What follows belongs to an exercise in optimizing a design on an open flow for small area, a short achievable clock period and few clock cycles; a production flow would make more cautious choices.
Only simulation tests tie the RTL to the original design; equivalence was not proved.
Power and IR drop assume default switching activity.

Design hsid_main, start of the top module:
module hsid_main #(
    parameter WORD_WIDTH = 32,
    parameter DATA_WIDTH = 16,
    parameter DATA_WIDTH_MUL = 32,
    parameter DATA_WIDTH_ACC = 40,
    parameter BUFFER_WIDTH = 2,
    parameter HSP_BANDS_WIDTH = 7,
    parameter HSP_LIBRARY_WIDTH = 6
  ) (
    input logic clk,
    input logic rst_n,
    input logic clear,
    input logic band_data_in_valid,
    input logic [WORD_WIDTH-1:0] band_data_in,
    input logic [HSP_LIBRARY_WIDTH-1:0] hsp_library_size_in,
    input logic [HSP_BANDS_WIDTH-1:0] hsp_bands_in,
    output logic [HSP_LIBRARY_WIDTH-1:0] mse_min_ref,
    output logic [HSP_LIBRARY_WIDTH-1:0] mse_max_ref,
    output logic [WORD_WIDTH-1:0] mse_min_value,
    output logic [WORD_WIDTH-1:0] mse_max_value,
    input logic start,
    output logic done,
    output logic idle,
    output logic ready,
    output logic error,
    output logic cancelled
  );
  localparam logic [1:0] F_IDLE = 2'd0, F_DATA = 2'd1, F_ERRW = 2'd2;
  logic [1:0] fr, fr_n;
  logic [6:0] cfg_b;         
  logic [5:0] cfg_l;         
  logic [5:0] pm1;           
  logic [5:0] idx, idx_n;    
  logic [5:0] pix, pix_n;    
  logic [5:0] phn, phn_n;    
  logic [4:0] bcnt, bcnt_n;  
  logic back_busy, back_busy_n;
  logic pc, pc_n;            
  logic ready_n, idle_n, done_n, err_n, canc_n;
  logic busy_q;              
  assign idle = !busy_q;
  ...
clock: 10.0 ns
lec_check: 0
abc_area: 1
abc_clock_period_in_ps: 2500
cap_margin: 20
core_margin: 2
core_utilization: 60
cts_cluster_diameter: 100
cts_cluster_size: 30
slew_margin: 20
standard.sh (not shown) runs the stock make flow with config.mk's settings and CLKGATE_MAP_FILE= SYNTH_SCRIPT=/design/flow/synth_recipe.tcl, a recipe that flattens the netlist after the stock synthesis.
==> flow/flow/run.sh <==
#!/bin/bash
# The standard layout, with timing repair aimed at a shorter period than the
# 10 ns constraint (setup margin), faster port buffers, and free gate sizing.
set -o pipefail
bash standard.sh SETUP_SLACK_MARGIN=6.8 MATCH_CELL_FOOTPRINT=0 \
  "BUFFER_PORTS_ARGS=-buffer_cell sky130_fd_sc_hd__buf_2" finish > flow.log 2>&1
Testbench counts at the start, summed over its fixed seeds: cycles 85,157.
Next try:
--- a/flow/config.mk
+++ b/flow/config.mk
@@ -8 +7,0 @@
-export ABC_AREA = 1
@@ -12 +11 @@
-export CORE_UTILIZATION = 60
+export CORE_UTILIZATION = 70
=>
- sequential power decreases by 25%
- routed wire length went down by 8.9%
- worst setup slack is better by 0.053 ns
- power came out lower by 23%
- core utilization increases by 11 points
- register-to-register slack barely changes
- hold slack got worse by 0.0059 ns
- count of clock-buffer cells in the layout came out lower by 2
- final area is lower by 1.5%
- via count fell by 10%
Next try:
--- a/flow/config.mk
+++ b/flow/config.mk
@@ -11 +11 @@
-export CORE_UTILIZATION = 70
+export CORE_UTILIZATION = 60
=>
- setup slack got worse by 0.018 ns
- total power went up by 0.36%
- via count went down by 1.2%
- first-iteration DRC count went up by 19%
- count of clock-buffer cells in the layout went up by 2
Next try:
--- a/flow/flow/run.sh
+++ b/flow/flow/run.sh
@@ -6 +6 @@
-  "BUFFER_PORTS_ARGS=-buffer_cell sky130_fd_sc_hd__buf_2" finish > flow.log 2>&1
+  "BUFFER_PORTS_ARGS=-buffer_cell sky130_fd_sc_hd__buf_4" finish > flow.log 2>&1
--- a/flow/config.mk
+++ b/flow/config.mk
@@ -13 +13 @@
-export CTS_CLUSTER_SIZE = 30
+export CTS_CLUSTER_SIZE = 24
The changed run went through all stages and came out clean.
Non-clock buffer count increases by 3.
Critical path depth does not change.
Worst setup slack is worse by 0.0091 ns.
Total power rose by 2.3%.
Final area goes up by 1.4%.
Utilization went up by 0.90 points.
Global-route usage came out higher by 0.29 points.
Wire length is higher by 0.62%.
Clock power is higher by 8.5%.
Synthesized cell count is unchanged.
Final cell count came out higher by 0.39%.

---

Setup of alpha:
Another version of the RTL of hsid_main (not shown whole).
Size: ~5,400 cells after synthesis, roughly 2,500 flip-flops, ~130 I/O pins, ~75,000 um2 of cells after synthesis.
// hsid_main
module hsid_main #(
    parameter WORD_WIDTH = 32,
    parameter DATA_WIDTH = 16,
    parameter DATA_WIDTH_MUL = 32,
    parameter DATA_WIDTH_ACC = 40,
    parameter BUFFER_WIDTH = 2,
    parameter HSP_BANDS_WIDTH = 7,
    parameter HSP_LIBRARY_WIDTH = 6
  ) (
    input logic clk,
    input logic rst_n,
    input logic clear,
    input logic band_data_in_valid,
    input logic [WORD_WIDTH-1:0] band_data_in,
    input logic [HSP_LIBRARY_WIDTH-1:0] hsp_library_size_in,
    input logic [HSP_BANDS_WIDTH-1:0] hsp_bands_in,
    output logic [HSP_LIBRARY_WIDTH-1:0] mse_min_ref,
    output logic [HSP_LIBRARY_WIDTH-1:0] mse_max_ref,
    output logic [WORD_WIDTH-1:0] mse_min_value,
    output logic [WORD_WIDTH-1:0] mse_max_value,
    input logic start,
    output logic done,
    output logic idle,
    output logic ready,
    output logic error,
    output logic cancelled
  );
Settings: LEC_CHECK=0, ABC_CLOCK_PERIOD_IN_PS=2500, CAP_MARGIN=20, CORE_MARGIN=2, CORE_UTILIZATION=60, CTS_BUF_LIST=sky130_fd_sc_hd__clkbuf_4 sky130_fd_sc_hd__clkbuf_8, SETUP_SLACK_MARGIN=5, SLEW_MARGIN=20; clock period 10.0 ns.
run.sh (not shown) runs the stock make flow with config.mk's settings and CLKGATE_MAP_FILE= SYNTH_SCRIPT=/design/flow/synth_recipe.tcl, a recipe that flattens the netlist after the stock synthesis.
Stock flow here: none of the scripts above is used.
Testbench counts of alpha, summed over its fixed seeds: cycles 85,157.
## Diff of input files: beta against alpha
- removing SETUP_SLACK_MARGIN (formerly 5)
- removing CTS_BUF_LIST (formerly sky130_fd_sc_hd__clkbuf_4 sky130_fd_sc_hd__clkbuf_8)
==> flow/flow/run.sh (new file) <==
#!/bin/bash
# The standard layout, with timing repair aimed at a shorter period than the
# 10 ns constraint (setup margin), faster port buffers, and free gate sizing.
set -o pipefail
bash standard.sh SETUP_SLACK_MARGIN=6.5 MATCH_CELL_FOOTPRINT=0 \
  "BUFFER_PORTS_ARGS=-buffer_cell sky130_fd_sc_hd__buf_4" finish > flow.log 2>&1
==> flow/standard.sh (new file) <==
#!/bin/bash
# synth_recipe.tcl (not shown) runs the flow's synth.tcl, then flattens the netlist and writes it again
# the make line also repeats each setting of config.mk as NAME=value (left out here)
make -C /OpenROAD-flow-scripts/flow DESIGN_CONFIG=/design/flow/config.mk WORK_HOME=/design/flow/orfs CLKGATE_MAP_FILE= SYNTH_SCRIPT=/design/flow/synth_recipe.tcl "${@:-finish}"
removed: flow/run.sh
Notes after the runs:
beta against alpha; number of global-route vias before repair is down by a few percent. Between beta and alpha, the difference in post-route worst hold slack is negligible. [compare] base=alpha new=beta: routed wire length went up; non-clock buffer count went up; final area held steady. In the reports for beta and alpha, the smaller highest ir drop seen on vdd belongs to alpha.

## afterwards: timing with drivers on the ports
How much do the figures lean on ideal ports? The routed layouts below were timed once more, with nothing changed but the port constraints. Step 1 (the two cells are an assumption about what drives the block):
set clk [get_ports {clk}]
set_driving_cell -lib_cell sky130_fd_sc_hd__clkbuf_16 $clk
set_driving_cell -lib_cell sky130_fd_sc_hd__buf_2 [delete_from_list [all_inputs] $clk]
Step 2 adds t to the input delays and takes it off the output delays; t is the mean of the earliest and latest rising clock arrival at the registers after step 1. Input paths then give back, and output paths get back, about the clock's delay inside the block. Three values: no drivers, after step 1, after step 2; two values: the first two.
| run | t, ns | setup slack, ns | worst data-port slew with drivers (ns) |
|---|---|---|---|
| the first run of note 1 | 0.795 | 6.582 / 6.512 / 6.371 | 0.10 |
| the second run of note 1 | 0.771 | 6.635 / 6.564 / 6.361 | 0.08 |
| the third run of note 1 | 0.793 | 6.617 / 6.544 / 6.167 | 0.15 |
| the fourth run of note 1 | 0.808 | 6.608 / 6.532 / 6.330 | 0.16 |
| alpha | 1.002 | 5.460 / 5.460 / 5.289 | 0.05 |
| beta | 0.869 | 6.087 / 6.087 / 5.838 | 0.19 |
After both steps every run listed still meets setup and hold. For the third run of note 1, which loses most, drivers alone change the setup slack by -0.073 ns; drivers and shift together by -0.450 ns.
